Background: an optimization exercise with open tools, aiming at small area. Do not read the settings as production practice.
For this run, only the layout was checked, not whether the RTL still works.
Power and IR drop assume default switching activity.

==> design.v <==
module Pong #(
    parameter CLOCK_FREQ = 25000
)(
    input clock,
    input reset,
    input key0,
    input key1,
    input key2,
    input key3,
    output [6:0] segZero,
    output [6:0] segOne,
    output [6:0] segFour,
    output [6:0] segFive,
    output             resetApp,
    output             LT24Wr_n,
    output             LT24Rd_n,
    output             LT24CS_n,
    output             LT24RS,
    output             LT24Reset_n,
    output [15:0]      LT24Data,
    output             LT24LCDOn
);
reg syncKey2a, syncKey2, syncKey3a, syncKey3;
reg menuState;
always @(posedge clock) begin
    syncKey2a <= key2;
    syncKey2  <= syncKey2a;
    syncKey3a <= key3;
    syncKey3  <= syncKey3a;
    if (reset)          menuState <= 1'b1;
    else if (menuState) menuState <= syncKey2;
    else                menuState <= !syncKey3 && !key3;
end
wire engineReset = reset || menuState || !syncKey3;
reg        engineResetDly;
reg [11:0] seqCnt;
localparam [11:0] SEQ_START = 12'd68;
localparam [7:0]  LOOP_BLK  = 8'hCE;      
wire loopBlk = (seqCnt[11:4] == LOOP_BLK);
always @(posedge clock) begin
    engineResetDly <= engineReset;
    if (engineResetDly) seqCnt <= SEQ_START;
    else seqCnt <= {seqCnt[11:4] + {7'b0, (&seqCnt[3:0]) & !loopBlk}, seqCnt[3:0] + 4'd1};
end
wire rstStates  = (seqCnt < SEQ_START + 12'd3);
wire dispReset  = engineResetDly || rstStates;
wire appRun     = (seqCnt >= 12'hCCD);      
wire sendRegion = (seqCnt >= 12'hC00);
wire pixMode    = (seqCnt >= 12'hCCF);
wire [3:0] phase = seqCnt[3:0];             
assign resetApp    = engineResetDly || !appRun;
assign LT24Reset_n = !dispReset;
assign LT24CS_n    = 1'b0;
assign LT24Rd_n    = 1'b1;
assign LT24LCDOn   = 1'b1;
reg [5:0] padTimer, ballTimer;
wire stepSlot  = (seqCnt[1:0] == 2'd0);
wire tickSlot  = (seqCnt[1:0] == 2'd3);
wire tickPaddles = tickSlot && (padTimer == 6'd28);
wire tickBall    = tickSlot && (ballTimer == 6'd22);
always @(posedge clock) begin
    if (engineReset || engineResetDly) begin
        padTimer  <= 6'd0;
        ballTimer <= 6'd0;
    end else if (stepSlot) begin
        padTimer  <= (padTimer == 6'd56) ? 6'd0 : padTimer + 6'd1;
        ballTimer <= (ballTimer == 6'd44) ? 6'd0 : ballTimer + 6'd1;
    end
end
reg [7:0] xBall;
reg [8:0] yBall;
reg       xDir, yDir;
reg [8:0] yPadR, yPadL;
reg [3:0] scoreL, scoreR;
reg       resetBall;
wire [9:0] dR = {1'b0, yBall} - {1'b0, yPadR};
wire [9:0] dL = {1'b0, yBall} - {1'b0, yPadL};
wire inR20 = ($signed(dR) >= -10'sd20) && ($signed(dR) <= 10'sd20);
wire inL20 = ($signed(dL) >= -10'sd20) && ($signed(dL) <= 10'sd20);
wire rLe0  = dR[9] || (dR == 10'd0);
wire lLe0  = dL[9] || (dL == 10'd0);
wire rGe0  = !dR[9];
wire lGe0  = !dL[9];
wire x210  = (xBall == 8'd210);
wire x30   = (xBall == 8'd30);
wire x10   = (xBall == 8'd10);
wire colR  = x210 && inR20;
wire colL  = x30 && inL20;
wire hc1   = (colR && rLe0) || (colL && lLe0);
wire hc0   = (colR && rGe0) || (x10 && inL20 && lGe0);
always @(posedge clock) begin
    if (engineReset) begin
        xBall <= 8'd115;
        yBall <= 9'd240;
        xDir  <= 1'b0;
        yDir  <= 1'b0;
    end else if (tickBall) begin
        if (resetBall) begin
            xBall <= 8'd115;
        end else begin
            if (colR)      xDir <= 1'b0;
            else if (colL) xDir <= 1'b1;
            xBall <= xDir ? xBall + 8'd1 : xBall - 8'd1;
            if (yDir) yDir <= !(hc1 || yBall > 9'd310);
            else      yDir <= (!hc1 && hc0) || yBall < 9'd175;
            yBall <= yDir ? yBall + 9'd1 : yBall - 9'd1;
        end
    end
end
wire leftDown = xDir ? (yPadL < 9'd239) : !lLe0;
wire leftUp   = xDir ? (yPadL > 9'd241) : lLe0;
always @(posedge clock) begin
    if (engineReset) begin
        yPadR <= 9'd240;
        yPadL <= 9'd240;
    end else if (tickPaddles) begin
        if (resetApp) begin
            yPadR <= 9'd240;
            yPadL <= 9'd240;
        end else begin
            if (!key1 && yPadR < 9'd305)      yPadR <= yPadR + 9'd1;
            else if (!key0 && yPadR > 9'd185) yPadR <= yPadR - 9'd1;
            if (leftDown && yPadL < 9'd305)   yPadL <= yPadL + 9'd1;
            else if (leftUp && yPadL > 9'd185) yPadL <= yPadL - 9'd1;
        end
    end
end
wire scoreWrap = (scoreL == 4'd11) || (scoreR == 4'd11);
always @(posedge clock) begin
    if (engineReset) begin
        scoreL <= 4'd0;
        scoreR <= 4'd0;
        resetBall <= 1'b0;
    end else if (tickBall) begin
        if (!resetApp) resetBall <= (xBall == 8'd230) || (xBall == 8'd5);
        if (resetApp || scoreWrap) begin
            scoreL <= 4'd0;
            scoreR <= 4'd0;
        end else if (xBall == 8'd230) begin
            scoreL <= scoreL + 4'd1;
        end else if (xBall == 8'd5) begin
            scoreR <= scoreR + 4'd1;
        end
    end
end
function [6:0] units7;
    input [3:0] s;
    case (s)
        4'd0, 4'd10: units7 = 7'b0000001;
        4'd1, 4'd11: units7 = 7'b1001111;
        4'd2: units7 = 7'b0010010;
        4'd3: units7 = 7'b0000110;
        4'd4: units7 = 7'b1001100;
        4'd5: units7 = 7'b0100100;
        4'd6: units7 = 7'b0100000;
        4'd7: units7 = 7'b0001111;
        4'd8: units7 = 7'b0000000;
        4'd9: units7 = 7'b0000100;
        default: units7 = 7'b0000001;
    endcase
endfunction
function [6:0] tens7;
    input [3:0] s;
    tens7 = (s >= 4'd10) ? 7'b1001111 : 7'b0000001;
endfunction
assign segZero = units7(scoreR);
assign segOne  = tens7(scoreR);
assign segFour = units7(scoreL);
assign segFive = tens7(scoreL);
reg [7:0] xPix;        
reg [8:0] yPix;
reg nbNext, whNext;    
reg nbCur, whCur;      
wire [8:0] dxBall = {1'b0, xPix} - {1'b0, xBall};
wire [9:0] dyBall = {1'b0, yPix} - {1'b0, yBall};
wire [9:0] dyPR   = {1'b0, yPix} - {1'b0, yPadR};
wire [9:0] dyPL   = {1'b0, yPix} - {1'b0, yPadL};
wire drawBall = (xBall >= 8'd5) && ($signed(dxBall) >= -9'sd5) && ($signed(dxBall) <= 9'sd3)
             && ($signed(dyBall) >= -10'sd4) && ($signed(dyBall) <= 10'sd4);
wire drawPR   = (xPix >= 8'd215) && (xPix <= 8'd223) && ($signed(dyPR) >= -10'sd14) && ($signed(dyPR) <= 10'sd14);
wire drawPL   = (xPix >= 8'd15) && (xPix <= 8'd23) && ($signed(dyPL) >= -10'sd14) && ($signed(dyPL) <= 10'sd14);
wire drawWall = (xPix <= 8'd237) && (yPix >= 9'd166) && (yPix <= 9'd169);
wire white    = drawBall || drawPR || drawPL;
wire advance = loopBlk && (phase == 4'hE);
always @(posedge clock) begin
    if (resetApp) begin
        xPix <= 8'd0;
        yPix <= 9'd0;
        nbNext <= 1'b0;
        whNext <= 1'b0;
        nbCur <= 1'b0;
        whCur <= 1'b0;
    end else begin
        if (advance) begin
            if (xPix == 8'd239) begin
                xPix <= 8'd0;
                yPix <= (yPix == 9'd319) ? 9'd0 : yPix + 9'd1;
            end else begin
                xPix <= xPix + 8'd1;
            end
        end
        if (phase == 4'hF) begin
            nbNext <= drawWall || white;
            whNext <= !drawWall && white;
        end
        if (phase == 4'hE) begin
            nbCur <= nbNext;
            whCur <= whNext;
        end
    end
end
reg [8:0] romv;
always @* begin
    case (seqCnt[7:1])
        7'd0: romv = 9'h0ef;
        7'd1: romv = 9'h103;
        7'd2: romv = 9'h180;
        7'd3: romv = 9'h102;
        7'd4: romv = 9'h0cf;
        7'd5: romv = 9'h100;
        7'd6: romv = 9'h181;
        7'd7: romv = 9'h1c0;
        7'd8: romv = 9'h0ed;
        7'd9: romv = 9'h164;
        7'd10: romv = 9'h103;
        7'd11: romv = 9'h112;
        7'd12: romv = 9'h181;
        7'd13: romv = 9'h0e8;
        7'd14: romv = 9'h185;
        7'd15: romv = 9'h101;
        7'd16: romv = 9'h178;
        7'd17: romv = 9'h0cb;
        7'd18: romv = 9'h139;
        7'd19: romv = 9'h12c;
        7'd20: romv = 9'h100;
        7'd21: romv = 9'h134;
        7'd22: romv = 9'h102;
        7'd23: romv = 9'h0f7;
        7'd24: romv = 9'h120;
        7'd25: romv = 9'h0ea;
        7'd26: romv = 9'h100;
        7'd27: romv = 9'h100;
        7'd28: romv = 9'h0c0;
        7'd29: romv = 9'h123;
        7'd30: romv = 9'h0c1;
        7'd31: romv = 9'h110;
        7'd32: romv = 9'h0c5;
        7'd33: romv = 9'h13e;
        7'd34: romv = 9'h128;
        7'd35: romv = 9'h0c7;
        7'd36: romv = 9'h186;
        7'd37: romv = 9'h036;
        7'd38: romv = 9'h148;
        7'd39: romv = 9'h03a;
        7'd40: romv = 9'h155;
        7'd41: romv = 9'h0b1;
        7'd42: romv = 9'h100;
        7'd43: romv = 9'h11b;
        7'd44: romv = 9'h0b6;
        7'd45: romv = 9'h108;
        7'd46: romv = 9'h182;
        7'd47: romv = 9'h127;
        7'd48: romv = 9'h0f2;
        7'd49: romv = 9'h100;
        7'd50: romv = 9'h026;
        7'd51: romv = 9'h101;
        7'd52: romv = 9'h0e0;
        7'd53: romv = 9'h10f;
        7'd54: romv = 9'h131;
        7'd55: romv = 9'h12b;
        7'd56: romv = 9'h10c;
        7'd57: romv = 9'h10e;
        7'd58: romv = 9'h108;
        7'd59: romv = 9'h14e;
        7'd60: romv = 9'h1f1;
        7'd61: romv = 9'h137;
        7'd62: romv = 9'h107;
        7'd63: romv = 9'h110;
        7'd64: romv = 9'h103;
        7'd65: romv = 9'h10e;
        7'd66: romv = 9'h109;
        7'd67: romv = 9'h100;
        7'd68: romv = 9'h0e1;
        7'd69: romv = 9'h100;
        7'd70: romv = 9'h10e;
        7'd71: romv = 9'h114;
        7'd72: romv = 9'h103;
        7'd73: romv = 9'h111;
        7'd74: romv = 9'h107;
        7'd75: romv = 9'h131;
        7'd76: romv = 9'h1c1;
        7'd77: romv = 9'h148;
        7'd78: romv = 9'h108;
        7'd79: romv = 9'h10f;
        7'd80: romv = 9'h10c;
        7'd81: romv = 9'h131;
        7'd82: romv = 9'h136;
        7'd83: romv = 9'h10f;
        7'd84: romv = 9'h0b1;
        7'd85: romv = 9'h100;
        7'd86: romv = 9'h101;
        7'd87: romv = 9'h0f6;
        7'd88: romv = 9'h101;
        7'd89: romv = 9'h110;
        7'd90: romv = 9'h100;
        7'd91: romv = 9'h011;
        7'd92: romv = 9'h02a;
        7'd93: romv = 9'h100;
        7'd94: romv = 9'h100;
        7'd95: romv = 9'h100;
        7'd96: romv = 9'h1ef;
        7'd97: romv = 9'h02b;
        7'd98: romv = 9'h100;
        7'd99: romv = 9'h100;
        7'd100: romv = 9'h101;
        7'd101: romv = 9'h13f;
        7'd102: romv = 9'h029;
        7'd103: romv = 9'h029;
        default: romv = 9'h029;
    endcase
end
localparam [15:0] PIXMASK = 16'h3186;
reg [15:0] pixData;
reg        pixRS;
always @* begin
    case (phase)
        4'hF, 4'h0: begin pixData = 16'h002A; pixRS = 1'b0; end
        4'h1, 4'h2: begin pixData = 16'h0000; pixRS = 1'b1; end
        4'h3, 4'h4: begin pixData = {8'h00, xPix}; pixRS = 1'b1; end
        4'h5, 4'h6: begin pixData = 16'h002B; pixRS = 1'b0; end
        4'h7, 4'h8: begin pixData = {15'h0000, yPix[8]}; pixRS = 1'b1; end
        4'h9, 4'hA: begin pixData = {8'h00, yPix[7:0]}; pixRS = 1'b1; end
        4'hB, 4'hC: begin pixData = 16'h002C; pixRS = 1'b0; end
        default:    begin pixData = (PIXMASK & {16{nbCur}}) | (~PIXMASK & {16{whCur}}); pixRS = 1'b1; end
    endcase
end
assign LT24Data = pixMode ? pixData : (sendRegion ? {8'b0, romv[7:0]} : 16'h0000);
assign LT24RS   = pixMode ? pixRS   : (sendRegion ? romv[8] : 1'b1);
assign LT24Wr_n = pixMode ? !seqCnt[0] : (sendRegion && seqCnt[0]);
endmodule
==> run.sh <==
#!/bin/bash
# synth_recipe.tcl (not shown) runs the flow's synth.tcl, then flattens the netlist and writes it again
# the make line also repeats each setting of config.mk as NAME=value (left out here)
make -C /OpenROAD-flow-scripts/flow DESIGN_CONFIG=/design/flow/config.mk WORK_HOME=/design/flow/orfs CLKGATE_MAP_FILE= SYNTH_SCRIPT=/design/flow/synth_recipe.tcl finish
==> config.mk <==
export PLATFORM = sky130hd
export DESIGN_NAME = Pong
export DESIGN_NICKNAME = Pong
export VERILOG_FILES = /design/flow/design.v
export SDC_FILE = /design/flow/constraint.sdc
export NUM_CORES = 4
export LEC_CHECK = 0
export CAP_MARGIN = 20
export CORE_MARGIN = 2
export CORE_UTILIZATION = 40
export SLEW_MARGIN = 20
==> constraint.sdc <==
create_clock -name core_clock -period 12.0 [get_ports {clock}]
set_input_delay 2.4000 -clock core_clock [delete_from_list [all_inputs] [get_ports {clock}]]
set_output_delay 2.4000 -clock core_clock [all_outputs]
set_load 0.01 [all_outputs]
==> metrics.md <==
| Metric | Value |
|---|---|
| Max clock buf depth | `2` |
| First DRT Iteration DRCs | `907` |
| CP dominant cell by count | `nand2_1` |
| Ports | `57` |
| Worst setup margin | `6.02 ns` |
| Dpl ws | `6.45 ns` |
| Synth warnings | `1` |
| Crit-path max FO | `10` |
| Worst-skew pair later-pin latency | `0.43 ns` |
| # resized after CTS | `0` |
| Gr ovfl total | `0` |
| Synth Area in Compound Gates | `24.9%` |
| Utilization after layout | `44.7%` |
| Final worst-path cycle share | `49.8%` |
| Antenna violations before repair | `0` |
| Fraction of layout cells with a size suffix above 1 | `6.13%` |
| Post-Synth Simple-Gate Area | `21.9%` |
| Residual DRC | `0` |
| Post-synthesis mux area share | `1.59%` |
| Total CTS buffers | `17` |
| Worst rel slew slack | `29.2%` |
| Pre-antenna DRT Iters | `6` |
| Netlist Area Pre-Place | `11,200 sq um` |
| Sequential area share after synthesis | `21.5%` |
| Total Routing Usage GR | `21.1%` |
| Die Span X | `171 um` |
| Final hold vios | `0` |
| First-pass GRT wire length | `49,900 um` |
| Hold_ws | `0.328 ns` |
| Synthesized-area fraction occupied by adder cells | `15.6%` |
| Post-Synth XOR/XNOR Area | `7.60%` |
| Main synth FF type | `dfxtp_1` |
| Largest net degree at the start of global routing | `40` |
| Reg2Reg Setup Slack | `6.94 ns` |
| Via density | `5.75` |
| HP Class | `register to register` |
| Post-CTS Hold Buffers | `0` |
| Crit start category | `register` |
| Syn Area/Cell | `7.68 sq um` |
| #FFs+latches synth | `120` |
| FP Rows | `61` |
| Initial Util | `40.4%` |
| Worst-Margin Slew | `1.06 ns` |
| Final Critical Period | `5.98 ns` |
| RD Place Congestion | `0.894` |
| Number of routed nets with antenna violations | `0` |
| Vias | `10,600` |
| # setup viols final | `0` |
| WL final | `30,500 um` |
| Slowest-stage cell, CP | `nor2b_1` |
| Pins Over Slew Limit | `0` |
| Nets@finish | `1,593` |
| DP HPWL | `22,300 um` |
| Sink Count | `120` |
| CP Class | `register to output port` |
| CTS root buf | `clkbuf_16` |
| Number of diodes | `0` |
| Core area | `27,600 sq um` |
| IO buf count | `47` |
| Outcome | `timing/DRC/antenna clean` |
| Clk_skew | `0.0153 ns` |
| Max Cap Viol | `0` |
| Pwr Density | `73.4 nW/um^2` |
| Post-synth ARST share | `0%` |
| Largest family of logic cells by synthesized area | `compound AO/OA/AOI/OAI gates` |
| Setup TNS | `0 ns` |
| Postcts setup bufs | `0` |
| RSZ-0062 raised after global routing | `no` |
| Area Growth Syn to Fin | `10.5%` |
| CTS H-tree depth | `4` |
| TritonCTS clock tree | `built` |
| Routed len/inst | `16.5 um` |
| Post-Syn Instances | `1,455` |
| Worst VDD drop | `0.0881 mV` |
| Die area | `29,300 sq um` |
| Reg clk slew, reported paths | `0.06 ns` |
| Fill count | `2,829` |
| CP max stage delay | `0.60 ns` |
| Yosys cell types | `96` |
| CP required | `9.60 ns` |
| Static Leak | `4.82 nW` |
| Chip Height | `171 um` |
| EDFF count, synth | `0` |
| Vias in the first global route | `9,904` |
| Crit-path cells | `ha_1, and2_1, nand2_1, nand2_1, nand2_1, a21oi_1, nor2b_1, a221o_1, clkdlybuf4s50_1` |
| Worst Path Arrival | `3.58 ns` |
| Max Fclk | `167 MHz` |
| Endpoint type of the worst setup path | `output port` |
## area by class of cell
class / count / area [sq um] / area share, %
clock buffer: 20 / 437 / 3.54
clock inverter: 12 / 103 / 0.831
inverter: 91 / 342 / 2.77
multi-input combinational: 1166 / 8030 / 65.1
sequential: 120 / 2400 / 19.5
tap: 378 / 473 / 3.83
timing repair buffer: 58 / 553 / 4.48
## stage by stage
step	instances	instance area [sq um]	total power (W)
after global placement	1813	11800	0.000431
final	1845	12300	0.000906
after global routing	1845	12300	0.000937
after CTS	1845	12300	0.000916
after floorplan	1462	11200	0.000427
after detailed placement	1813	11800	0.000431
## power by group
part / switching, W / internal, W / total [W]
Clock: 0.000200 / 0.000283 / 0.000483
Sequential: 0.000000709 / 0.000400 / 0.000401
Combinational: 0.0000139 / 0.00000841 / 0.0000223
Total: 0.000215 / 0.000691 / 0.000906
## layout by cell type (no fill, tap or decap), drive strengths merged, types with 16 or more instances in the layout
cell,synthesis,final
nor2,137,137
ha,123,123
nand2,120,120
dfxtp,120,120
a21oi,101,101
o21ai,92,92
inv,89,89
xnor2,56,56
clkdlybuf4s50,0,47
nor3,42,42
xor2,41,41
nand3,33,33
a31oi,28,28
nand2b,20,20
clkbuf,53,20
nand4,19,19
nor2b,18,18
nor4,17,17
a21o,17,17
o211ai,16,16
a211oi,16,16
## synth_stat cells, types with 19 or more instances
| cell type | count | area share, % |
|---|---|---|
| a31oi_1 | 28 | 1.6 |
| ha_1 | 123 | 14 |
| nor2_1 | 135 | 4.5 |
| xor2_1 | 41 | 3.2 |
| clkbuf_1 | 51 | 1.7 |
| dfxtp_1 | 120 | 22 |
| o21ai_0 | 89 | 4.0 |
| a21oi_1 | 101 | 4.5 |
| buf_4 | 22 | 1.5 |
| inv_1 | 88 | 3.0 |
| nand3_1 | 32 | 1.4 |
| xnor2_1 | 56 | 4.4 |
| nand2_1 | 120 | 4.0 |
| nand4_1 | 19 | 1.1 |
| nor3_1 | 42 | 1.9 |
| nand2b_1 | 20 | 1.1 |
## state kept, by name, summed over array words and instances, names as in the netlist, 4 cells and up
name / count
scoreR: 4
segFour: 7
scoreL: 4
yPadL: 9
xBall: 8
seqCnt: 12
romv: 9
xPix: 8
yBall: 9
yPix: 9
yPadR: 9
padTimer: 6
ballTimer: 6
segZero: 7
## worst paths after layout
kind | startpoint | end | depth (start not counted)
worst max register to register | yPadL[0] | yPadL[8] | 22
worst min register to register | syncKey3a | syncKey3 | 0
worst max-delay path | seqCnt[0] | LT24Data[2] | 9
worst min-delay path | syncKey3a | syncKey3 | 0
## layer usage
metal	routed length (um)	vias up	track usage (%)
met1	14600	4944	28.5
met4	629	0	7.44
li1	-	5269	-
met3	1660	58	3.35
met2	13600	340	34.1
met5	0	-	0
## critical path: cells and delay by family (launching register included)
kind                       cells  cell delay, ns
and+or+nand+nor                5            1.10
buffers and inverters          1            0.55
DFF                            1            0.42
AOI/OAI and AO/OA              2            0.69
adders and majority gates      1            0.38
## kinds of logic after synthesis
kind of cell             after synthesis
AO/OA/AOI/OAI                        418
XOR/XNOR                              97
adder cells (fa/ha/maj)              133
buffers and inverters                176
flip-flops                           120
multiplexers                          17
other                                  2
AND/OR/NAND/NOR                      492

==> port drivers added, routing unchanged <==
The results above use ideal ports. As a check the final layout listed here was re-extracted and re-timed, cells and wires unchanged. Step 1 assumes that a clkbuf_16 drives the clock port and a buf_2 every other input. Step 2 moves the port delays by t, midway between the first and last clock arrival at a register: inputs arrive t later, outputs are due t later. That takes back most of the time a late clock gives input paths. Three values: ideal, step 1, step 2; two values: the first two.
t (ns): 0.465
setup slack, ns: 6.019 / 5.972 / 6.437
worst hold slack (ns): 0.328 / 0.328 / 0.328
slew at the worst register clock pin (ns): 0.06 / 0.06
pins driven straight from the clock port: 1
After both steps this run still meets setup and hold. The setup slack of this run moves by -0.047 ns with the drivers and by +0.418 ns with both steps.
